What follows belongs to an exercise in optimizing a design on an open flow for small area and a short achievable clock period; a production flow would make more cautious choices.
The RTL was checked by simulation tests, not by an equivalence proof against the original design.

==> flow/design.v <==
`timescale 1ns / 1ps
module nf_fa (input logic a, input logic b, input logic c, output logic s, output logic co);
    assign s = a ^ b ^ c;
    assign co = (a & b) | (a & c) | (b & c);
endmodule
module nf_ha (input logic a, input logic b, output logic s, output logic co);
    assign s = a ^ b;
    assign co = a & b;
endmodule
module nf_csa8 (input logic [7:0] a, input logic [7:0] b, input logic [7:0] c, output logic [15:0] y);
    for (genvar i = 0; i < 8; i++) begin : g
        nf_fa u (.a(a[i]), .b(b[i]), .c(c[i]), .s(y[i]), .co(y[8 + i]));
    end
endmodule
module nf_add8 (input logic [7:0] a, input logic [7:0] b, input logic cin, output logic [8:0] y);
    logic [8:0] c;
    assign c[0] = cin;
    for (genvar i = 0; i < 8; i++) begin : g
        nf_fa u (.a(a[i]), .b(b[i]), .c(c[i]), .s(y[i]), .co(c[i + 1]));
    end
    assign y[8] = c[8];
endmodule
module notch_filter #(
    parameter int DATA_WIDTH = 16
)(
    input  logic                    clk,
    input  logic                    rst_n,
    input  logic                    valid_i,
    input  logic signed [DATA_WIDTH-1:0] data_i,
    output logic                    valid_o,
    output logic signed [DATA_WIDTH-1:0] data_o
);
    logic [15:0] x;
    logic [31:0] s1, s2;
    logic [8:1] p;
    logic n80;
    logic n81;
    logic n82;
    logic n83;
    logic n84;
    logic n85;
    logic n86;
    logic n87;
    logic n88;
    logic n89;
    logic n90;
    logic n91;
    logic n92;
    logic n93;
    logic n94;
    logic n95;
    logic n96;
    logic n97;
    logic n98;
    logic n99;
    logic n100;
    logic n101;
    logic n102;
    logic n103;
    logic n104;
    logic n105;
    logic n106;
    logic n107;
    logic n108;
    logic n109;
    logic n110;
    logic n111;
    logic n112;
    logic n113;
    logic n114;
    logic n115;
    logic n116;
    logic n117;
    logic n118;
    logic n119;
    logic n120;
    logic n121;
    logic n122;
    logic n123;
    logic n124;
    logic n125;
    logic n126;
    logic n127;
    logic n128;
    logic n129;
    logic n130;
    logic n131;
    logic n132;
    logic n133;
    logic n134;
    logic n135;
    logic n136;
    logic n137;
    logic n138;
    logic n139;
    logic n140;
    logic n141;
    logic n142;
    logic n143;
    logic n144;
    logic n145;
    logic n146;
    logic n147;
    logic n148;
    logic n149;
    logic n150;
    logic n151;
    logic n152;
    logic n153;
    logic n154;
    logic n155;
    logic n156;
    logic n157;
    logic n158;
    logic n159;
    logic n160;
    logic n161;
    logic n162;
    logic n163;
    logic n164;
    logic n165;
    logic n166;
    logic n167;
    logic n168;
    logic n169;
    logic n170;
    logic n171;
    logic n172;
    logic n173;
    logic n174;
    logic n175;
    logic n176;
    logic n177;
    logic n178;
    logic n179;
    logic n180;
    logic n181;
    logic n182;
    logic n183;
    logic n184;
    logic n185;
    logic n186;
    logic n187;
    logic n188;
    logic n189;
    logic n190;
    logic n191;
    logic n192;
    logic n193;
    logic n194;
    logic n195;
    logic n196;
    logic n197;
    logic n198;
    logic n199;
    logic n200;
    logic n201;
    logic n208;
    logic n209;
    logic n210;
    logic n211;
    logic n212;
    logic n213;
    logic n214;
    logic n215;
    logic n216;
    logic n217;
    logic n218;
    logic n219;
    logic n220;
    logic n221;
    logic n222;
    logic n223;
    logic n224;
    logic n225;
    logic n226;
    logic n227;
    logic n228;
    logic n229;
    logic n230;
    logic n231;
    logic n232;
    logic n233;
    logic n234;
    logic n235;
    logic n236;
    logic n237;
    logic n238;
    logic n239;
    logic n240;
    logic n241;
    logic n242;
    logic n243;
    logic n244;
    logic n245;
    logic n246;
    logic n247;
    logic n248;
    logic n249;
    logic n250;
    logic n251;
    logic n252;
    logic n253;
    logic n254;
    logic n255;
    logic n256;
    logic n257;
    logic n258;
    logic n259;
    logic n260;
    logic n261;
    logic n262;
    logic n263;
    logic n266;
    logic n267;
    logic n268;
    logic n269;
    logic n270;
    logic n271;
    logic n272;
    logic n273;
    logic n274;
    logic n275;
    logic n276;
    logic n277;
    logic n278;
    logic n279;
    logic n280;
    logic n281;
    logic n282;
    logic n283;
    logic n284;
    logic n285;
    logic n286;
    logic n287;
    logic n288;
    logic n289;
    logic n290;
    logic n291;
    logic n292;
    logic n293;
    logic n294;
    logic n295;
    logic n296;
    logic n297;
    logic n298;
    logic n299;
    logic n300;
    logic n301;
    logic n302;
    logic n303;
    logic n304;
    logic n305;
    logic n306;
    logic n307;
    logic n308;
    logic n309;
    logic n310;
    logic n311;
    logic n312;
    logic n313;
    logic n314;
    logic n315;
    logic n316;
    logic n317;
    logic n318;
    logic n319;
    logic n320;
    logic n321;
    logic n322;
    logic n323;
    logic n324;
    logic n325;
    logic n326;
    logic n327;
    logic n328;
    logic n329;
    logic n348;
    logic n349;
    logic n350;
    logic n351;
    logic n352;
    logic n353;
    logic n354;
    logic n355;
    logic n356;
    logic n357;
    logic n358;
    logic n359;
    logic n360;
    logic n361;
    logic n362;
    logic n363;
    logic n364;
    logic n365;
    logic n366;
    logic n367;
    logic n368;
    logic n369;
    logic n370;
    logic n371;
    logic n372;
    logic n373;
    logic n374;
    logic n375;
    logic n376;
    logic n377;
    logic n378;
    logic n379;
    logic n380;
    logic n381;
    logic n382;
    logic n383;
    logic n384;
    logic n385;
    logic n412;
    logic n413;
    logic n414;
    logic n415;
    logic n416;
    logic n417;
    logic n418;
    logic n419;
    logic n420;
    logic n421;
    logic n422;
    logic n423;
    logic n424;
    logic n425;
    logic n426;
    logic n427;
    logic n428;
    logic n429;
    logic n430;
    logic n431;
    logic n432;
    logic n433;
    logic n434;
    logic n435;
    logic n436;
    logic n437;
    logic n438;
    logic n439;
    logic n440;
    logic n441;
    logic n442;
    logic n443;
    logic n444;
    logic n445;
    logic n446;
    logic n447;
    logic n448;
    logic n449;
    logic n450;
    logic n451;
    logic n452;
    logic n453;
    logic n454;
    logic n455;
    logic n456;
    logic n457;
    logic n458;
    logic n459;
    logic n460;
    logic n461;
    logic n462;
    logic n463;
    logic n464;
    logic n465;
    logic n466;
    logic n467;
    logic n468;
    logic n469;
    logic n470;
    logic n471;
    logic n472;
    logic n473;
    logic n474;
    logic n475;
    logic n476;
    logic n477;
    logic n478;
    logic n479;
    logic n480;
    logic n481;
    logic n482;
    logic n483;
    logic n484;
    logic n485;
    logic n486;
    logic n487;
    logic n488;
    logic n489;
    logic n490;
    logic n491;
    logic n492;
    logic n493;
    logic n494;
    logic n495;
    logic n496;
    logic n497;
    logic n498;
    logic n499;
    logic n500;
    logic n501;
    logic n502;
    logic n503;
    logic n504;
    logic n505;
    logic n506;
    logic n507;
    logic n508;
    logic n509;
    logic n510;
    logic n511;
    logic n512;
    logic n513;
    logic n514;
    logic n515;
    logic n516;
    logic n517;
    logic n518;
    logic n519;
    logic n520;
    logic n521;
    logic n522;
    logic n523;
    logic n524;
    logic n525;
    logic n526;
    logic n527;
    logic n528;
    logic n529;
    logic n530;
    logic n531;
    logic n532;
    logic n533;
    logic n534;
    logic n535;
    logic n536;
    logic n537;
    logic n538;
    logic n539;
    logic n540;
    logic n541;
    logic n542;
    logic n543;
    logic n544;
    logic n545;
    logic n546;
    logic n547;
    logic n548;
    logic n549;
    logic n550;
    logic n551;
    logic n552;
    logic n553;
    logic n554;
    logic n555;
    logic n556;
    logic n557;
    logic n558;
    logic n559;
    logic n560;
    logic n561;
    logic n562;
    logic n563;
    logic n564;
    logic n565;
    logic n566;
    logic n567;
    logic n568;
    logic n569;
    logic n570;
    logic n571;
    logic n572;
    logic n573;
    logic n574;
    logic n575;
    logic n576;
    logic n577;
    logic n578;
    logic n579;
    logic n580;
    logic n581;
    logic n582;
    logic n583;
    logic n584;
    logic n585;
    logic n586;
    logic n587;
    logic n588;
    logic n589;
    logic n590;
    logic n591;
    logic n592;
    logic n593;
    logic n594;
    logic n595;
    logic n596;
    logic n597;
    logic xs1;
    logic xs2;
    logic xs3;
    logic n80_d1;
    logic n82_d1;
    logic n84_d1;
    logic n85_d1;
    logic n92_d1;
    logic n94_d1;
    logic n96_d1;
    logic n98_d1;
    logic n100_d1;
    logic n102_d1;
    logic n103_d1;
    logic n109_d1;
    logic n124_d1;
    logic n125_d1;
    logic n140_d1;
    logic n142_d1;
    logic n143_d1;
    logic n145_d1;
    logic n150_d1;
    logic n151_d1;
    logic n164_d1;
    logic n166_d1;
    logic n167_d1;
    logic n182_d1;
    logic n183_d1;
    logic n200_d1;
    logic n201_d1;
    logic n208_d1;
    logic n210_d1;
    logic n211_d1;
    logic n222_d1;
    logic n224_d1;
    logic n225_d1;
    logic n240_d1;
    logic n242_d1;
    logic n243_d1;
    logic n258_d1;
    logic n260_d1;
    logic n261_d1;
    logic n285_d1;
    logic n302_d1;
    logic n303_d1;
    logic n321_d1;
    logic n348_d1;
    logic n348_d2;
    logic n350_d1;
    logic n352_d1;
    logic n353_d1;
    logic n364_d1;
    logic n366_d1;
    logic n368_d1;
    logic n370_d1;
    logic n371_d1;
    logic n380_d1;
    logic n382_d1;
    logic n384_d1;
    logic n384_d2;
    logic n412_d1;
    logic n412_d2;
    logic n413_d1;
    logic n414_d1;
    logic n416_d1;
    logic n418_d1;
    logic n420_d1;
    logic n422_d1;
    logic n424_d1;
    logic n426_d1;
    logic n428_d1;
    logic n429_d1;
    logic n436_d1;
    logic n438_d1;
    logic n440_d1;
    logic n442_d1;
    logic n444_d1;
    logic n446_d1;
    logic n447_d1;
    logic n448_d1;
    logic n450_d1;
    logic n452_d1;
    logic n454_d1;
    logic n454_d2;
    logic n455_d1;
    logic n456_d1;
    logic n458_d1;
    logic n460_d1;
    logic n462_d1;
    logic n464_d1;
    logic n466_d1;
    logic n468_d1;
    logic n470_d1;
    logic n472_d1;
    logic n472_d2;
    logic n473_d1;
    logic n474_d1;
    logic n476_d1;
    logic n478_d1;
    logic n480_d1;
    logic n482_d1;
    logic n484_d1;
    logic n485_d1;
    logic n500_d1;
    logic n501_d1;
    logic n518_d1;
    logic n519_d1;
    logic n535_d1;
    logic n547_d1;
    logic n562_d1;
    logic n563_d1;
    logic n580_d1;
    logic n581_d1;
    logic xd15_1;
    nf_ha u80 (.a(data_i[2]), .b(data_i[0]), .s(n80), .co(n81));
    nf_fa u82 (.a(data_i[3]), .b(data_i[1]), .c(n81), .s(n82), .co(n83));
    nf_fa u84 (.a(data_i[4]), .b(data_i[2]), .c(n83), .s(n84), .co(n85));
    nf_fa u86 (.a(x[5]), .b(x[3]), .c(n85_d1), .s(n86), .co(n87));
    nf_fa u88 (.a(x[6]), .b(x[4]), .c(n87), .s(n88), .co(n89));
    nf_fa u90 (.a(x[7]), .b(x[5]), .c(n89), .s(n90), .co(n91));
    nf_fa u92 (.a(x[8]), .b(x[6]), .c(n91), .s(n92), .co(n93));
    nf_fa u94 (.a(x[9]), .b(x[7]), .c(n93), .s(n94), .co(n95));
    nf_fa u96 (.a(x[10]), .b(x[8]), .c(n95), .s(n96), .co(n97));
    nf_fa u98 (.a(x[11]), .b(x[9]), .c(n97), .s(n98), .co(n99));
    nf_fa u100 (.a(x[12]), .b(x[10]), .c(n99), .s(n100), .co(n101));
    nf_fa u102 (.a(x[13]), .b(x[11]), .c(n101), .s(n102), .co(n103));
    nf_fa u104 (.a(x[14]), .b(x[12]), .c(n103_d1), .s(n104), .co(n105));
    nf_fa u106 (.a(x[15]), .b(x[13]), .c(n105), .s(n106), .co(n107));
    nf_fa u108 (.a(x[15]), .b(x[14]), .c(n107), .s(n108), .co(n109));
    nf_ha u110 (.a(n86), .b(x[0]), .s(n110), .co(n111));
    nf_fa u112 (.a(n88), .b(x[1]), .c(n111), .s(n112), .co(n113));
    nf_fa u114 (.a(n90), .b(n80_d1), .c(n113), .s(n114), .co(n115));
    nf_fa u116 (.a(n92), .b(n82_d1), .c(n115), .s(n116), .co(n117));
    nf_fa u118 (.a(n94), .b(n84_d1), .c(n117), .s(n118), .co(n119));
    nf_fa u120 (.a(n96), .b(n86), .c(n119), .s(n120), .co(n121));
    nf_fa u122 (.a(n98), .b(n88), .c(n121), .s(n122), .co(n123));
    nf_fa u124 (.a(n100), .b(n90), .c(n123), .s(n124), .co(n125));
    nf_fa u126 (.a(n102_d1), .b(n92_d1), .c(n125_d1), .s(n126), .co(n127));
    nf_fa u128 (.a(n104), .b(n94_d1), .c(n127), .s(n128), .co(n129));
    nf_fa u130 (.a(n106), .b(n96_d1), .c(n129), .s(n130), .co(n131));
    nf_fa u132 (.a(n108), .b(n98_d1), .c(n131), .s(n132), .co(n133));
    nf_fa u134 (.a(n109), .b(n100_d1), .c(n133), .s(n134), .co(n135));
    nf_fa u136 (.a(x[15]), .b(n102_d1), .c(n135), .s(n136), .co(n137));
    nf_fa u138 (.a(x[15]), .b(n104), .c(n137), .s(n138), .co(n139));
    nf_fa u140 (.a(x[15]), .b(n106), .c(n139), .s(n140), .co(n141));
    nf_fa u142 (.a(x[15]), .b(n108), .c(n141), .s(n142), .co(n143));
    nf_fa u144 (.a(xs2), .b(n109_d1), .c(n143_d1), .s(n144), .co(n145));
    nf_ha u146 (.a(~data_i[1]), .b(~data_i[0]), .s(n146), .co(n147));
    nf_ha u148 (.a(~n80), .b(n147), .s(n148), .co(n149));
    nf_ha u150 (.a(~n82), .b(n149), .s(n150), .co(n151));
    nf_ha u152 (.a(~n84_d1), .b(n151_d1), .s(n152), .co(n153));
    nf_ha u154 (.a(~n110), .b(n153), .s(n154), .co(n155));
    nf_ha u156 (.a(~n112), .b(n155), .s(n156), .co(n157));
    nf_ha u158 (.a(~n114), .b(n157), .s(n158), .co(n159));
    nf_ha u160 (.a(~n116), .b(n159), .s(n160), .co(n161));
    nf_ha u162 (.a(~n118), .b(n161), .s(n162), .co(n163));
    nf_ha u164 (.a(~n120), .b(n163), .s(n164), .co(n165));
    nf_ha u166 (.a(~n122), .b(n165), .s(n166), .co(n167));
    nf_fa u168 (.a(x[0]), .b(~n124_d1), .c(n167_d1), .s(n168), .co(n169));
    nf_fa u170 (.a(x[1]), .b(~n126), .c(n169), .s(n170), .co(n171));
    nf_fa u172 (.a(x[2]), .b(~n128), .c(n171), .s(n172), .co(n173));
    nf_fa u174 (.a(x[3]), .b(~n130), .c(n173), .s(n174), .co(n175));
    nf_fa u176 (.a(x[4]), .b(~n132), .c(n175), .s(n176), .co(n177));
    nf_fa u178 (.a(x[5]), .b(~n134), .c(n177), .s(n178), .co(n179));
    nf_fa u180 (.a(x[6]), .b(~n136), .c(n179), .s(n180), .co(n181));
    nf_fa u182 (.a(x[7]), .b(~n138), .c(n181), .s(n182), .co(n183));
    nf_fa u184 (.a(x[8]), .b(~n140_d1), .c(n183_d1), .s(n184), .co(n185));
    nf_fa u186 (.a(x[9]), .b(~n142_d1), .c(n185), .s(n186), .co(n187));
    nf_fa u188 (.a(x[10]), .b(~n144), .c(n187), .s(n188), .co(n189));
    nf_fa u190 (.a(x[11]), .b(~n145), .c(n189), .s(n190), .co(n191));
    nf_fa u192 (.a(x[12]), .b(~n145), .c(n191), .s(n192), .co(n193));
    nf_fa u194 (.a(x[13]), .b(~n145), .c(n193), .s(n194), .co(n195));
    nf_fa u196 (.a(x[14]), .b(~n145), .c(n195), .s(n196), .co(n197));
    nf_fa u198 (.a(xs2), .b(~n145), .c(n197), .s(n198), .co(n199));
    nf_fa u200 (.a(xs2), .b(~n145), .c(n199), .s(n200), .co(n201));
    nf_fa u208 (.a(data_i[3]), .b(n146), .c(n81), .s(n208), .co(n209));
    nf_fa u210 (.a(data_i[4]), .b(n148), .c(n209), .s(n210), .co(n211));
    nf_fa u212 (.a(x[5]), .b(n150_d1), .c(n211_d1), .s(n212), .co(n213));
    nf_fa u214 (.a(x[6]), .b(n152), .c(n213), .s(n214), .co(n215));
    nf_fa u216 (.a(x[7]), .b(n154), .c(n215), .s(n216), .co(n217));
    nf_fa u218 (.a(x[8]), .b(n156), .c(n217), .s(n218), .co(n219));
    nf_fa u220 (.a(x[9]), .b(n158), .c(n219), .s(n220), .co(n221));
    nf_fa u222 (.a(x[10]), .b(n160), .c(n221), .s(n222), .co(n223));
    nf_fa u224 (.a(x[11]), .b(n162), .c(n223), .s(n224), .co(n225));
    nf_fa u226 (.a(x[12]), .b(n164_d1), .c(n225_d1), .s(n226), .co(n227));
    nf_fa u228 (.a(x[13]), .b(n166_d1), .c(n227), .s(n228), .co(n229));
    nf_fa u230 (.a(x[14]), .b(n168), .c(n229), .s(n230), .co(n231));
    nf_fa u232 (.a(x[15]), .b(n170), .c(n231), .s(n232), .co(n233));
    nf_fa u234 (.a(x[15]), .b(n172), .c(n233), .s(n234), .co(n235));
    nf_fa u236 (.a(x[15]), .b(n174), .c(n235), .s(n236), .co(n237));
    nf_fa u238 (.a(x[15]), .b(n176), .c(n237), .s(n238), .co(n239));
    nf_fa u240 (.a(x[15]), .b(n178), .c(n239), .s(n240), .co(n241));
    nf_fa u242 (.a(x[15]), .b(n180), .c(n241), .s(n242), .co(n243));
    nf_fa u244 (.a(xs2), .b(n182_d1), .c(n243_d1), .s(n244), .co(n245));
    nf_fa u246 (.a(xs2), .b(n184), .c(n245), .s(n246), .co(n247));
    nf_fa u248 (.a(xs2), .b(n186), .c(n247), .s(n248), .co(n249));
    nf_fa u250 (.a(x[15]), .b(n188), .c(n249), .s(n250), .co(n251));
    nf_fa u252 (.a(xs2), .b(n190), .c(n251), .s(n252), .co(n253));
    nf_fa u254 (.a(xs1), .b(n192), .c(n253), .s(n254), .co(n255));
    nf_fa u256 (.a(x[15]), .b(n194), .c(n255), .s(n256), .co(n257));
    nf_fa u258 (.a(xs2), .b(n196), .c(n257), .s(n258), .co(n259));
    nf_fa u260 (.a(xs1), .b(n198), .c(n259), .s(n260), .co(n261));
    nf_fa u262 (.a(xs3), .b(n200_d1), .c(n261_d1), .s(n262), .co(n263));
    nf_ha u266 (.a(s1[0]), .b(x[0]), .s(n266), .co(n267));
    nf_fa u268 (.a(s1[1]), .b(x[1]), .c(n267), .s(n268), .co(n269));
    nf_fa u270 (.a(s1[2]), .b(n80_d1), .c(n269), .s(n270), .co(n271));
    nf_fa u272 (.a(s1[3]), .b(n208_d1), .c(n271), .s(n272), .co(n273));
    nf_fa u274 (.a(s1[4]), .b(n210_d1), .c(n273), .s(n274), .co(n275));
    nf_fa u276 (.a(s1[5]), .b(n212), .c(n275), .s(n276), .co(n277));
    nf_fa u278 (.a(s1[6]), .b(n214), .c(n277), .s(n278), .co(n279));
    nf_fa u280 (.a(s1[7]), .b(n216), .c(n279), .s(n280), .co(n281));
    nf_fa u282 (.a(s1[8]), .b(n218), .c(n281), .s(n282), .co(n283));
    nf_fa u284 (.a(s1[9]), .b(n220), .c(n283), .s(n284), .co(n285));
    nf_fa u286 (.a(s1[10]), .b(n222_d1), .c(n285_d1), .s(n286), .co(n287));
    nf_fa u288 (.a(s1[11]), .b(n224_d1), .c(n287), .s(n288), .co(n289));
    nf_fa u290 (.a(s1[12]), .b(n226), .c(n289), .s(n290), .co(n291));
    nf_fa u292 (.a(s1[13]), .b(n228), .c(n291), .s(n292), .co(n293));
    nf_fa u294 (.a(s1[14]), .b(n230), .c(n293), .s(n294), .co(n295));
    nf_fa u296 (.a(s1[15]), .b(n232), .c(n295), .s(n296), .co(n297));
    nf_fa u298 (.a(s1[16]), .b(n234), .c(n297), .s(n298), .co(n299));
    nf_fa u300 (.a(s1[17]), .b(n236), .c(n299), .s(n300), .co(n301));
    nf_fa u302 (.a(s1[18]), .b(n238), .c(n301), .s(n302), .co(n303));
    nf_fa u304 (.a(s1[19]), .b(n240_d1), .c(n303_d1), .s(n304), .co(n305));
    nf_fa u306 (.a(s1[20]), .b(n242_d1), .c(n305), .s(n306), .co(n307));
    nf_fa u308 (.a(s1[21]), .b(n244), .c(n307), .s(n308), .co(n309));
    nf_fa u310 (.a(s1[22]), .b(n246), .c(n309), .s(n310), .co(n311));
    nf_fa u312 (.a(s1[23]), .b(n248), .c(n311), .s(n312), .co(n313));
    nf_fa u314 (.a(s1[24]), .b(n250), .c(n313), .s(n314), .co(n315));
    nf_fa u316 (.a(s1[25]), .b(n252), .c(n315), .s(n316), .co(n317));
    nf_fa u318 (.a(s1[26]), .b(n254), .c(n317), .s(n318), .co(n319));
    nf_fa u320 (.a(s1[27]), .b(n256), .c(n319), .s(n320), .co(n321));
    nf_fa u322 (.a(s1[28]), .b(n258_d1), .c(n321_d1), .s(n322), .co(n323));
    nf_fa u324 (.a(s1[29]), .b(n260_d1), .c(n323), .s(n324), .co(n325));
    nf_fa u326 (.a(s1[30]), .b(n262), .c(n325), .s(n326), .co(n327));
    nf_fa u328 (.a(s1[31]), .b(n262), .c(n327), .s(n328), .co(n329));
    nf_ha u348 (.a(~x[0]), .b(n294), .s(n348), .co(n349));
    nf_fa u350 (.a(~x[1]), .b(n296), .c(n349), .s(n350), .co(n351));
    nf_fa u352 (.a(~x[2]), .b(n298), .c(n351), .s(n352), .co(n353));
    nf_fa u354 (.a(x[3]), .b(s1[17]), .c(~n353_d1), .s(n354), .co(n355));
    nf_fa u356 (.a(x[4]), .b(~n302_d1), .c(n355), .s(n356), .co(n357));
    nf_fa u358 (.a(x[5]), .b(~n304), .c(n357), .s(n358), .co(n359));
    nf_fa u360 (.a(x[6]), .b(~n306), .c(n359), .s(n360), .co(n361));
    nf_fa u362 (.a(x[7]), .b(~n308), .c(n361), .s(n362), .co(n363));
    nf_fa u364 (.a(x[8]), .b(~n310), .c(n363), .s(n364), .co(n365));
    nf_fa u366 (.a(x[9]), .b(~n312), .c(n365), .s(n366), .co(n367));
    nf_fa u368 (.a(x[10]), .b(~n314), .c(n367), .s(n368), .co(n369));
    nf_fa u370 (.a(x[11]), .b(~n316), .c(n369), .s(n370), .co(n371));
    nf_fa u372 (.a(x[12]), .b(s1[26]), .c(n371_d1), .s(n372), .co(n373));
    nf_fa u374 (.a(x[13]), .b(s1[27]), .c(n373), .s(n374), .co(n375));
    nf_fa u376 (.a(x[14]), .b(~n322), .c(n375), .s(n376), .co(n377));
    nf_fa u378 (.a(xs3), .b(~n324), .c(n377), .s(n378), .co(n379));
    nf_fa u380 (.a(xs3), .b(~n326), .c(n379), .s(n380), .co(n381));
    nf_fa u382 (.a(xs3), .b(~n328), .c(n381), .s(n382), .co(n383));
    nf_fa u384 (.a(xs3), .b(~n328), .c(n383), .s(n384), .co(n385));
    nf_ha u412 (.a(~n350), .b(~n348), .s(n412), .co(n413));
    nf_fa u414 (.a(n352_d1), .b(n350_d1), .c(~n413_d1), .s(n414), .co(n415));
    nf_fa u416 (.a(~n354), .b(n352_d1), .c(n415), .s(n416), .co(n417));
    nf_fa u418 (.a(n356), .b(n354), .c(~n417), .s(n418), .co(n419));
    nf_fa u420 (.a(n358), .b(n356), .c(n419), .s(n420), .co(n421));
    nf_fa u422 (.a(n360), .b(n358), .c(n421), .s(n422), .co(n423));
    nf_fa u424 (.a(n362), .b(n360), .c(n423), .s(n424), .co(n425));
    nf_fa u426 (.a(n364), .b(n362), .c(n425), .s(n426), .co(n427));
    nf_fa u428 (.a(n366), .b(n364), .c(n427), .s(n428), .co(n429));
    nf_fa u430 (.a(n368_d1), .b(n366_d1), .c(n429_d1), .s(n430), .co(n431));
    nf_fa u432 (.a(n370_d1), .b(n368_d1), .c(n431), .s(n432), .co(n433));
    nf_fa u434 (.a(n372), .b(n370_d1), .c(n433), .s(n434), .co(n435));
    nf_fa u436 (.a(n374), .b(n372), .c(n435), .s(n436), .co(n437));
    nf_fa u438 (.a(n376), .b(n374), .c(n437), .s(n438), .co(n439));
    nf_fa u440 (.a(n378), .b(n376), .c(n439), .s(n440), .co(n441));
    nf_fa u442 (.a(n380), .b(n378), .c(n441), .s(n442), .co(n443));
    nf_fa u444 (.a(n382), .b(n380), .c(n443), .s(n444), .co(n445));
    nf_fa u446 (.a(n384), .b(n382), .c(n445), .s(n446), .co(n447));
    nf_ha u448 (.a(n420), .b(~n348_d1), .s(n448), .co(n449));
    nf_fa u450 (.a(n422), .b(n412_d1), .c(n449), .s(n450), .co(n451));
    nf_fa u452 (.a(n424), .b(~n414), .c(n451), .s(n452), .co(n453));
    nf_fa u454 (.a(n426), .b(~n416), .c(n453), .s(n454), .co(n455));
    nf_fa u456 (.a(n428_d1), .b(n418_d1), .c(n455_d1), .s(n456), .co(n457));
    nf_fa u458 (.a(n430), .b(n420_d1), .c(n457), .s(n458), .co(n459));
    nf_fa u460 (.a(n432), .b(n422_d1), .c(n459), .s(n460), .co(n461));
    nf_fa u462 (.a(n434), .b(n424_d1), .c(n461), .s(n462), .co(n463));
    nf_fa u464 (.a(n436), .b(n426_d1), .c(n463), .s(n464), .co(n465));
    nf_fa u466 (.a(n438), .b(n428_d1), .c(n465), .s(n466), .co(n467));
    nf_fa u468 (.a(n440), .b(n430), .c(n467), .s(n468), .co(n469));
    nf_fa u470 (.a(n442), .b(n432), .c(n469), .s(n470), .co(n471));
    nf_fa u472 (.a(n444), .b(n434), .c(n471), .s(n472), .co(n473));
    nf_fa u474 (.a(n446_d1), .b(n436_d1), .c(n473_d1), .s(n474), .co(n475));
    nf_fa u476 (.a(n447_d1), .b(n438_d1), .c(n475), .s(n476), .co(n477));
    nf_fa u478 (.a(n447_d1), .b(n440_d1), .c(n477), .s(n478), .co(n479));
    nf_fa u480 (.a(n447_d1), .b(n442_d1), .c(n479), .s(n480), .co(n481));
    nf_fa u482 (.a(n447_d1), .b(n444_d1), .c(n481), .s(n482), .co(n483));
    nf_fa u484 (.a(n447_d1), .b(n446_d1), .c(n483), .s(n484), .co(n485));
    nf_ha u486 (.a(n454_d1), .b(~n348_d2), .s(n486), .co(n487));
    nf_fa u488 (.a(n456), .b(n412_d2), .c(n487), .s(n488), .co(n489));
    nf_fa u490 (.a(n458), .b(~n414_d1), .c(n489), .s(n490), .co(n491));
    nf_fa u492 (.a(n460), .b(~n416_d1), .c(n491), .s(n492), .co(n493));
    nf_fa u494 (.a(n462), .b(n418_d1), .c(n493), .s(n494), .co(n495));
    nf_fa u496 (.a(n464), .b(n448_d1), .c(n495), .s(n496), .co(n497));
    nf_fa u498 (.a(n466), .b(n450_d1), .c(n497), .s(n498), .co(n499));
    nf_fa u500 (.a(n468), .b(n452_d1), .c(n499), .s(n500), .co(n501));
    nf_fa u502 (.a(n470_d1), .b(n454_d2), .c(n501_d1), .s(n502), .co(n503));
    nf_fa u504 (.a(n472_d1), .b(n456_d1), .c(n503), .s(n504), .co(n505));
    nf_fa u506 (.a(n474), .b(n458_d1), .c(n505), .s(n506), .co(n507));
    nf_fa u508 (.a(n476), .b(n460_d1), .c(n507), .s(n508), .co(n509));
    nf_fa u510 (.a(n478), .b(n462_d1), .c(n509), .s(n510), .co(n511));
    nf_fa u512 (.a(n480), .b(n464_d1), .c(n511), .s(n512), .co(n513));
    nf_fa u514 (.a(n482), .b(n466_d1), .c(n513), .s(n514), .co(n515));
    nf_fa u516 (.a(n484), .b(n468_d1), .c(n515), .s(n516), .co(n517));
    nf_fa u518 (.a(n485), .b(n470_d1), .c(n517), .s(n518), .co(n519));
    nf_fa u520 (.a(n485_d1), .b(n472_d2), .c(n519_d1), .s(n520), .co(n521));
    nf_fa u522 (.a(n485_d1), .b(n474_d1), .c(n521), .s(n522), .co(n523));
    nf_fa u524 (.a(n485_d1), .b(n476_d1), .c(n523), .s(n524), .co(n525));
    nf_fa u526 (.a(n485_d1), .b(n478_d1), .c(n525), .s(n526), .co(n527));
    nf_fa u528 (.a(n485_d1), .b(n480_d1), .c(n527), .s(n528), .co(n529));
    nf_fa u530 (.a(n485_d1), .b(n482_d1), .c(n529), .s(n530), .co(n531));
    nf_fa u532 (.a(n485_d1), .b(n484_d1), .c(n531), .s(n532), .co(n533));
    nf_ha u534 (.a(~n348), .b(s2[0]), .s(n534), .co(n535));
    nf_fa u536 (.a(n412_d1), .b(s2[1]), .c(n535_d1), .s(n536), .co(n537));
    nf_fa u538 (.a(~n414), .b(s2[2]), .c(n537), .s(n538), .co(n539));
    nf_fa u540 (.a(~n416), .b(s2[3]), .c(n539), .s(n540), .co(n541));
    nf_fa u542 (.a(n418), .b(s2[4]), .c(n541), .s(n542), .co(n543));
    nf_fa u544 (.a(n448), .b(s2[5]), .c(n543), .s(n544), .co(n545));
    nf_fa u546 (.a(n450), .b(s2[6]), .c(n545), .s(n546), .co(n547));
    nf_fa u548 (.a(n452_d1), .b(s2[7]), .c(n547_d1), .s(n548), .co(n549));
    nf_fa u550 (.a(n486), .b(s2[8]), .c(n549), .s(n550), .co(n551));
    nf_fa u552 (.a(n488), .b(s2[9]), .c(n551), .s(n552), .co(n553));
    nf_fa u554 (.a(n490), .b(s2[10]), .c(n553), .s(n554), .co(n555));
    nf_fa u556 (.a(n492), .b(s2[11]), .c(n555), .s(n556), .co(n557));
    nf_fa u558 (.a(n494), .b(s2[12]), .c(n557), .s(n558), .co(n559));
    nf_fa u560 (.a(n496), .b(s2[13]), .c(n559), .s(n560), .co(n561));
    nf_fa u562 (.a(n498), .b(s2[14]), .c(n561), .s(n562), .co(n563));
    nf_fa u564 (.a(n500_d1), .b(s2[15]), .c(n563_d1), .s(n564), .co(n565));
    nf_fa u566 (.a(n502), .b(s2[16]), .c(n565), .s(n566), .co(n567));
    nf_fa u568 (.a(n504), .b(s2[17]), .c(n567), .s(n568), .co(n569));
    nf_fa u570 (.a(n506), .b(s2[18]), .c(n569), .s(n570), .co(n571));
    nf_fa u572 (.a(n508), .b(s2[19]), .c(n571), .s(n572), .co(n573));
    nf_fa u574 (.a(n510), .b(s2[20]), .c(n573), .s(n574), .co(n575));
    nf_fa u576 (.a(n512), .b(s2[21]), .c(n575), .s(n576), .co(n577));
    nf_fa u578 (.a(n514), .b(s2[22]), .c(n577), .s(n578), .co(n579));
    nf_fa u580 (.a(n516), .b(s2[23]), .c(n579), .s(n580), .co(n581));
    nf_fa u582 (.a(n518_d1), .b(s2[24]), .c(n581_d1), .s(n582), .co(n583));
    nf_fa u584 (.a(n520), .b(s2[25]), .c(n583), .s(n584), .co(n585));
    nf_fa u586 (.a(n522), .b(s2[26]), .c(n585), .s(n586), .co(n587));
    nf_fa u588 (.a(n524), .b(s2[27]), .c(n587), .s(n588), .co(n589));
    nf_fa u590 (.a(n526), .b(s2[28]), .c(n589), .s(n590), .co(n591));
    nf_fa u592 (.a(n528), .b(s2[29]), .c(n591), .s(n592), .co(n593));
    nf_fa u594 (.a(n530), .b(s2[30]), .c(n593), .s(n594), .co(n595));
    nf_fa u596 (.a(n532), .b(s2[31]), .c(n595), .s(n596), .co(n597));
    always_ff @(posedge clk) begin
        xs1 <= x[15];
        xs2 <= xs1;
        xs3 <= xs2;
        n80_d1 <= n80;
        n82_d1 <= n82;
        n84_d1 <= n84;
        n85_d1 <= n85;
        n92_d1 <= n92;
        n94_d1 <= n94;
        n96_d1 <= n96;
        n98_d1 <= n98;
        n100_d1 <= n100;
        n102_d1 <= n102;
        n103_d1 <= n103;
        n109_d1 <= n109;
        n124_d1 <= n124;
        n125_d1 <= n125;
        n140_d1 <= n140;
        n142_d1 <= n142;
        n143_d1 <= n143;
        n145_d1 <= n145;
        n150_d1 <= n150;
        n151_d1 <= n151;
        n164_d1 <= n164;
        n166_d1 <= n166;
        n167_d1 <= n167;
        n182_d1 <= n182;
        n183_d1 <= n183;
        n200_d1 <= n200;
        n201_d1 <= n201;
        n208_d1 <= n208;
        n210_d1 <= n210;
        n211_d1 <= n211;
        n222_d1 <= n222;
        n224_d1 <= n224;
        n225_d1 <= n225;
        n240_d1 <= n240;
        n242_d1 <= n242;
        n243_d1 <= n243;
        n258_d1 <= n258;
        n260_d1 <= n260;
        n261_d1 <= n261;
        n285_d1 <= n285;
        n302_d1 <= n302;
        n303_d1 <= n303;
        n321_d1 <= n321;
        n348_d1 <= n348;
        n348_d2 <= n348_d1;
        n350_d1 <= n350;
        n352_d1 <= n352;
        n353_d1 <= n353;
        n364_d1 <= n364;
        n366_d1 <= n366;
        n368_d1 <= n368;
        n370_d1 <= n370;
        n371_d1 <= n371;
        n380_d1 <= n380;
        n382_d1 <= n382;
        n384_d1 <= n384;
        n384_d2 <= n384_d1;
        n412_d1 <= n412;
        n412_d2 <= n412_d1;
        n413_d1 <= n413;
        n414_d1 <= n414;
        n416_d1 <= n416;
        n418_d1 <= n418;
        n420_d1 <= n420;
        n422_d1 <= n422;
        n424_d1 <= n424;
        n426_d1 <= n426;
        n428_d1 <= n428;
        n429_d1 <= n429;
        n436_d1 <= n436;
        n438_d1 <= n438;
        n440_d1 <= n440;
        n442_d1 <= n442;
        n444_d1 <= n444;
        n446_d1 <= n446;
        n447_d1 <= n447;
        n448_d1 <= n448;
        n450_d1 <= n450;
        n452_d1 <= n452;
        n454_d1 <= n454;
        n454_d2 <= n454_d1;
        n455_d1 <= n455;
        n456_d1 <= n456;
        n458_d1 <= n458;
        n460_d1 <= n460;
        n462_d1 <= n462;
        n464_d1 <= n464;
        n466_d1 <= n466;
        n468_d1 <= n468;
        n470_d1 <= n470;
        n472_d1 <= n472;
        n472_d2 <= n472_d1;
        n473_d1 <= n473;
        n474_d1 <= n474;
        n476_d1 <= n476;
        n478_d1 <= n478;
        n480_d1 <= n480;
        n482_d1 <= n482;
        n484_d1 <= n484;
        n485_d1 <= n485;
        n500_d1 <= n500;
        n501_d1 <= n501;
        n518_d1 <= n518;
        n519_d1 <= n519;
        n535_d1 <= n535;
        n547_d1 <= n547;
        n562_d1 <= n562;
        n563_d1 <= n563;
        n580_d1 <= n580;
        n581_d1 <= n581;
        xd15_1 <= x[15];
        if (valid_i) x <= data_i;
    end
    always_ff @(posedge clk or negedge rst_n) begin
        if (!rst_n) begin
            p  <= '0;
            s1 <= '0;
            s2 <= '0;
        end else begin
            p <= {p[7:1], valid_i};
            if (p[2]) s1[0] <= n534;
            if (p[3]) s1[1] <= n536;
            if (p[3]) s1[2] <= n538;
            if (p[3]) s1[3] <= n540;
            if (p[3]) s1[4] <= n542;
            if (p[3]) s1[5] <= n544;
            if (p[3]) s1[6] <= n546;
            if (p[4]) s1[7] <= n548;
            if (p[4]) s1[8] <= n550;
            if (p[4]) s1[9] <= n552;
            if (p[4]) s1[10] <= n554;
            if (p[4]) s1[11] <= n556;
            if (p[4]) s1[12] <= n558;
            if (p[4]) s1[13] <= n560;
            if (p[2]) s1[14] <= ~n294;
            if (p[5]) s1[14] <= n562_d1;
            if (p[2]) s1[15] <= ~n296;
            if (p[5]) s1[15] <= n564;
            if (p[2]) s1[16] <= ~n298;
            if (p[5]) s1[16] <= n566;
            if (p[2]) s1[17] <= ~n300;
            if (p[5]) s1[17] <= n568;
            if (p[3]) s1[18] <= ~n302_d1;
            if (p[5]) s1[18] <= n570;
            if (p[3]) s1[19] <= ~n304;
            if (p[5]) s1[19] <= n572;
            if (p[3]) s1[20] <= ~n306;
            if (p[5]) s1[20] <= n574;
            if (p[3]) s1[21] <= ~n308;
            if (p[5]) s1[21] <= n576;
            if (p[3]) s1[22] <= ~n310;
            if (p[5]) s1[22] <= n578;
            if (p[3]) s1[23] <= ~n312;
            if (p[6]) s1[23] <= n580_d1;
            if (p[3]) s1[24] <= ~n314;
            if (p[6]) s1[24] <= n582;
            if (p[3]) s1[25] <= ~n316;
            if (p[6]) s1[25] <= n584;
            if (p[3]) s1[26] <= ~n318;
            if (p[6]) s1[26] <= n586;
            if (p[3]) s1[27] <= ~n320;
            if (p[6]) s1[27] <= n588;
            if (p[4]) s1[28] <= ~n322;
            if (p[6]) s1[28] <= n590;
            if (p[4]) s1[29] <= ~n324;
            if (p[6]) s1[29] <= n592;
            if (p[4]) s1[30] <= ~n326;
            if (p[6]) s1[30] <= n594;
            if (p[4]) s1[31] <= ~n328;
            if (p[6]) s1[31] <= n596;
            if (p[5]) s2[7:0] <= ds_s2;
            if (p[6]) s2[15:8] <= ds_s2;
            if (p[7]) s2[23:16] <= ds_s2;
            if (p[8]) s2[31:24] <= ds_s2;
        end
    end
    logic [15:0] ds_xq1;
    logic [15:0] ds_xq2;
    logic [15:0] ds_xq3;
    logic [7:0] ds_x, ds_q, ds_d, ds_e, ds_e5, ds_e165, ds_t2, ds_s2;
    logic [7:0] ds_rd, ds_rd1, ds_rd2, ds_rd3, ds_re, ds_re165, ds_dr, ds_qr;
    logic [1:0] ds_eh, ds_e165h;
    logic [6:0] ds_e5h;
    logic [7:0] ds_re5, ds_v, ds_w;
    logic [15:0] ds_cs;
    logic ds_ca1, ds_ca2, ds_cb1, ds_cb2, ds_cc1, ds_cc2;
    logic [8:0] ds_sa1, ds_sa2, ds_sb1, ds_sb2, ds_sc1, ds_sc2;
    nf_add8 u_ds_sa2 (.a(ds_dr), .b(ds_qr), .cin(ds_ca2), .y(ds_sa2));
    assign ds_e = ds_sa2[7:0];
    nf_add8 u_ds_sb1 (.a(ds_e), .b({ds_e[5:0], ds_eh}), .cin(ds_cb1), .y(ds_sb1));
    assign ds_e5 = ds_sb1[7:0];
    nf_add8 u_ds_sc1 (.a(ds_e), .b({ds_rd1[1:0], ds_rd2[7:2]}), .cin(ds_cc1), .y(ds_sc1));
    assign ds_t2 = ds_sc1[7:0];
    assign ds_v = ~{ds_re5[5:0], ds_e5h[6:5]};
    assign ds_w = ~{ds_re5[0], ds_e5h};
    nf_csa8 u_ds_cs (.a(ds_re), .b(ds_v), .c(ds_w), .y(ds_cs));
    nf_add8 u_ds_sc2 (.a(ds_cs[7:0]), .b({ds_cs[14:8], ds_cb2}), .cin(ds_cc2), .y(ds_sc2));
    assign ds_s2 = ds_sc2[7:0];
    always_ff @(posedge clk) begin
        ds_dr <= p[3] ? {n362, n360, n358, n356, n354, ~n352_d1, ~n350_d1, ~n348_d1} : p[4] ? {n378, n376, n374, n372, n370_d1, n368_d1, n366_d1, n364_d1} : p[5] ? {n384_d1, n384_d1, n384_d1, n384_d1, n384_d1, n384_d1, n382_d1, n380_d1} : {n384_d2, n384_d2, n384_d2, n384_d2, n384_d2, n384_d2, n384_d2, n384_d2};
        ds_qr <= p[3] ? {~n308, ~n306, ~n304, ~n302_d1, s1[17], s1[16], s1[15], s1[14]} : p[4] ? {~n324, ~n322, s1[27], s1[26], s1[25], s1[24], s1[23], s1[22]} : p[5] ? {s1[31], s1[31], s1[31], s1[31], s1[31], s1[31], s1[31], s1[30]} : {s1[31], s1[31], s1[31], s1[31], s1[31], s1[31], s1[31], s1[31]};
        ds_ca2 <= p[3] | ds_sa2[8];
        ds_cb1 <= ~p[3] & ds_sb1[8];
        ds_cc1 <= ~p[3] & ds_sc1[8];
        ds_eh <= p[3] ? 2'b0 : ds_e[7:6];
        ds_rd1 <= p[3] ? 8'b0 : ds_dr;
        ds_rd2 <= (p[3] | p[4]) ? 8'b0 : ds_rd1;
        ds_re <= ds_t2;
        ds_re5 <= ds_e5;
        ds_cb2 <= p[4] | ds_cs[15];
        ds_cc2 <= p[4] | ds_sc2[8];
        ds_e5h <= p[4] ? 7'b0 : ds_re5[7:1];
    end
    assign valid_o = p[4];
    assign data_o[0] = ~s1[14];
    assign data_o[1] = ~s1[15];
    assign data_o[2] = ~s1[16];
    assign data_o[3] = ~s1[17];
    assign data_o[4] = ~s1[18];
    assign data_o[5] = ~s1[19];
    assign data_o[6] = ~s1[20];
    assign data_o[7] = ~s1[21];
    assign data_o[8] = ~s1[22];
    assign data_o[9] = ~s1[23];
    assign data_o[10] = ~s1[24];
    assign data_o[11] = ~s1[25];
    assign data_o[12] = ~s1[26];
    assign data_o[13] = ~s1[27];
    assign data_o[14] = n322;
    assign data_o[15] = n324;
endmodule
==> flow/run.sh <==
#!/bin/bash
# synth_recipe.tcl (not shown) runs the flow's synth.tcl, then flattens the netlist and writes it again
# the make line also repeats each setting of config.mk as NAME=value (left out here)
make -C /OpenROAD-flow-scripts/flow DESIGN_CONFIG=/design/flow/config.mk WORK_HOME=/design/flow/orfs CLKGATE_MAP_FILE= SYNTH_SCRIPT=/design/flow/synth_recipe.tcl finish
==> flow/config.mk <==
export PLATFORM = sky130hd
export DESIGN_NAME = notch_filter
export DESIGN_NICKNAME = notch_filter
export VERILOG_FILES = /design/flow/design.v
export SDC_FILE = /design/flow/constraint.sdc
export NUM_CORES = 4
export LEC_CHECK = 0
export CAP_MARGIN = 20
export CORE_MARGIN = 2
export CORE_UTILIZATION = 40
export CTS_CLUSTER_DIAMETER = 100
export CTS_CLUSTER_SIZE = 30
export SLEW_MARGIN = 20
export SYNTH_HIERARCHICAL = 1
==> flow/constraint.sdc <==
create_clock -name core_clock -period 12.0 [get_ports {clk}]
set_input_delay 2.4000 -clock core_clock [delete_from_list [all_inputs] [get_ports {clk}]]
set_output_delay 2.4000 -clock core_clock [all_outputs]
set_load 0.01 [all_outputs]
==> summary.txt <==
Layout
  • Filler Cells Inserted: 2775
  • Synthesis-to-layout area growth: 8.60%
  • Nets: 1135
  • Share of cells above drive strength 1: 0.0942
  • Register area: 5710 um2
  • Antenna cells: 0
  • Area of the multi-input gates: 6610 um2
  • Fin util: 0.441
  • Final Non-Filler Cells: 1251

Global route
  • Gr usage total: 0.158
  • Met2 usage: 0.243
  • Vias in the first global route: 6500
  • Initial antenna violation count: 1
  • Aggregate global routing overflow: 0
  • Met3 Use GR: 0.0214
  • Largest net degree at the start of global routing: 73
  • GR peak layer: met1
  • GR met1 Demand/Resource: 0.243
  • Global-route wire length before repair: 39100 um

Critical path
  • FF-to-FF setup slack: 7390 ps
  • Worst R2R End: n142_d1
  • Worst r2r src: x[14]
  • Worst R2R Path Depth: 9
  • Crit. End Element: output port
  • Arrival time at the worst endpoint: 2490 ps
  • Critical Path RT: 9600 ps
  • Crit path kind: flip-flop to output port
  • CP Launch Type: flip-flop
  • Crit-path max FO: 3

Drt
  • DRT Wirelength: 24500 um
  • TritonRoute pass-1 iters: 4
  • Vias post-DR: 5761
  • Final ANT Viol Nets: 0
  • Post-route DRC: 0
  • Vias/cell: 4.61
  • Routed length per instance: 19.6 um
  • Iteration-0 DRC Markers: 276

Yosys
  • Net Count, Synth: 1106
  • Yosys warns: 7
  • Top cell type's share of synthesized area: 0.398
  • Number of flops mapped to enable cells by yosys: 16
  • Cell area after synthesis: 12800 um2
  • Avg Synthesized Cell Area: 15.7 um2
  • Area leader, netlist: fa_1
  • Top_reg_cell synth: dfxtp_1
  • Netlist cell types: 31
  • Register area share after synthesis: 0.446
  • Synth cell count leaders: fa_1 (254), dfxtp_1 (171), inv_1 (79)
  • Number of synthesized register bits: 259
  • Dominant cell by count in the synthesized netlist: fa_1
  • Fraction of registers with async set/reset: 0.278
  • Synth top area cells: fa_1 (40%), dfxtp_1 (27%), dfrtp_1 (14%)
  • Number of cells produced by synthesis: 814

Min path
  • Hold Path Depth: 0
  • Worst Hold Class: flip-flop to flip-flop
  • Hold Crit Start: p[1]
  • Hold Path End: p[2]

Clock tree
  • Worst-path clk slew: 110 ps
  • CTS buffer count: 12
  • Clock sink count: 259
  • CTS tree: built
  • Post-CTS Setup Inserts: 0
  • Clk buf depth: 3
  • Skew-Pair Late Insertion Delay: 500 ps
  • Post-cts sizing count: 0
  • H-tree lvl count: 1
  • Cts hold-fix bufs: 0
  • CTS root buf: clkbuf_16

STA
  • Final period utilization: 0.408
  • Relative slew slack: 0.512
  • Final setup viols: 0
  • RSZ-0062 raised after global routing: false
  • Slew @ Worst Pin: 730 ps
  • Setup TNS: 0 ps
  • Fin. max-slew vios: 0
  • Min cycle time layout: 4890 ps
  • Final hold vios: 0
  • PnR worst setup slack: 7110 ps
  • Skew final: 31.4 ps
  • Achievable Freq: 204 MHz

Floorplan
  • Core Area: 31500 um2
  • Top Ports: 36
  • Die Span X: 183 um
  • Number of cell rows: 65
  • Full die area: 33400 um2
  • Die H: 183 um
  • Initial Utilization: 0.406

Placement
  • Dpl hpwl: 19800 um
  • Place WS: 7390 ps
  • Placed insts: 1230
  • Final Wtd Congestion: 0.811
  • Buffers on Ports: 35

Job
  • Maximum Capacitance Violations: 0

Status
  • Status: timing/DRC/antenna clean
worst max path at each step:
stage / endpoint / depth (start not counted) / from / slack, ps
global route: data_o[15] / 3 / s1[28] / 7040
CTS: data_o[15] / 3 / s1[28] / 7090
detailed placement: n142_d1 / 9 / x[14] / 7390
finish: data_o[15] / 3 / s1[28] / 7110
global placement: s2[7] / 11 / ds_e5h[5] / 7450
floorplan: ds_cc2 / 12 / ds_e5h[5] / 7600
worst max-delay path: stages (launching register included):
cell and delay [ps]:
dfrtp_1 420, fa_1 440, fa_1 550, clkdlybuf4s50_1 590
registers in the layout (all words and copies together) (netlist names), 7 cells and up:
name,flops
ds_e5h,7
s2,32
s1,32
ds_re,8
ds_qr,8
ds_re5,8
p,8
ds_rd1,8
ds_dr,8
x,16
routing by layer:
metal,wire length (um),vias up
met5,0,-
met4,470,0
met3,884,24
met2,11100,78
met1,12000,3082
li1,-,2577
logic make-up (layout without fill, tap and decap cells):
group,count (synthesis),count (layout),share of synthesized area
flip-flops,259,259,0.446
AND/OR/NAND/NOR,72,72,0.0271
buffers and inverters,104,139,0.0365
AO/OA/AOI/OAI,54,54,0.0281
adder cells (fa/ha/maj),273,273,0.417
multiplexers,52,52,0.0452
modules after synthesis, one instance, submodules excluded, a selection:
module / cells / flops+latches
nf_ha: 1 / 0
nf_fa: 1 / 0
nf_add8: 1 / 0
notch_filter: 537 / 259
final cells by class:
cell class,instances,share of cell area
well taps,402,0.0362
inverters,79,0.0214
clock buffers,19,0.0251
flip-flops and latches,259,0.411
clock inverters,1,0.000811
multi-input cells,451,0.476
repair buffers,40,0.0292
layout by cell type (no fill, tap or decap), types with 2 or more instances in the layout:
| master | synthesis | layout |
|---|---|---|
| fa_1 | 254 | 254 |
| and2_1 | 7 | 7 |
| mux2_2 | 46 | 46 |
| a211oi_1 | 5 | 5 |
| edfxtp_1 | 16 | 16 |
| o22ai_1 | 2 | 2 |
| and2b_1 | 4 | 4 |
| a21oi_1 | 7 | 7 |
| or2_2 | 3 | 3 |
| mux2i_1 | 6 | 6 |
| nor2_1 | 9 | 9 |
| nor2b_1 | 11 | 11 |
| o21ai_0 | 28 | 28 |
| clkbuf_1 | 4 | 6 |
| a221oi_2 | 3 | 3 |
| nand2_1 | 34 | 34 |
| clkdlybuf4s50_1 | 0 | 34 |
| clkbuf_16 | 0 | 13 |
| dfxtp_1 | 171 | 171 |
| buf_4 | 10 | 5 |
| nand2b_1 | 2 | 2 |
| o221a_2 | 5 | 5 |
| inv_1 | 79 | 79 |
| dfrtp_1 | 72 | 71 |
| ha_1 | 19 | 19 |
per-stage QoR:
stage | area [um2] | hold WS [ps]
after floorplan | 12800 | 331
after global placement | 13500 | 332
after detailed placement | 13500 | 336
after CTS | 13800 | 361
after global routing | 13900 | 372
final | 13900 | 360

## what the ideal ports hide
How much do the figures lean on ideal ports? The routed layout below was timed once more, with nothing changed but the port constraints. Step 1, drivers: a clkbuf_16 drives clk and a buf_2 each remaining input, both assumed. Step 2 moves the port delays by t, midway between the first and last clock arrival at a register: inputs arrive t later, outputs are due t later. That takes back most of the time a late clock gives input paths. a / b / c = no drivers / after step 1 / after step 2; a / b = the first two.
t, ns: 0.534
slack for setup (ns): 7.107 / 7.059 / 7.386
worst hold slack (ns): 0.360 / 0.360 / 0.360
latest minus earliest clock arrival (ns): 0.033 / 0.033
worst data-port slew with drivers (ns): 0.03
After both steps setup and hold are still met in this run. For this run, drivers alone change the setup slack by -0.048 ns; drivers and shift together by +0.279 ns.
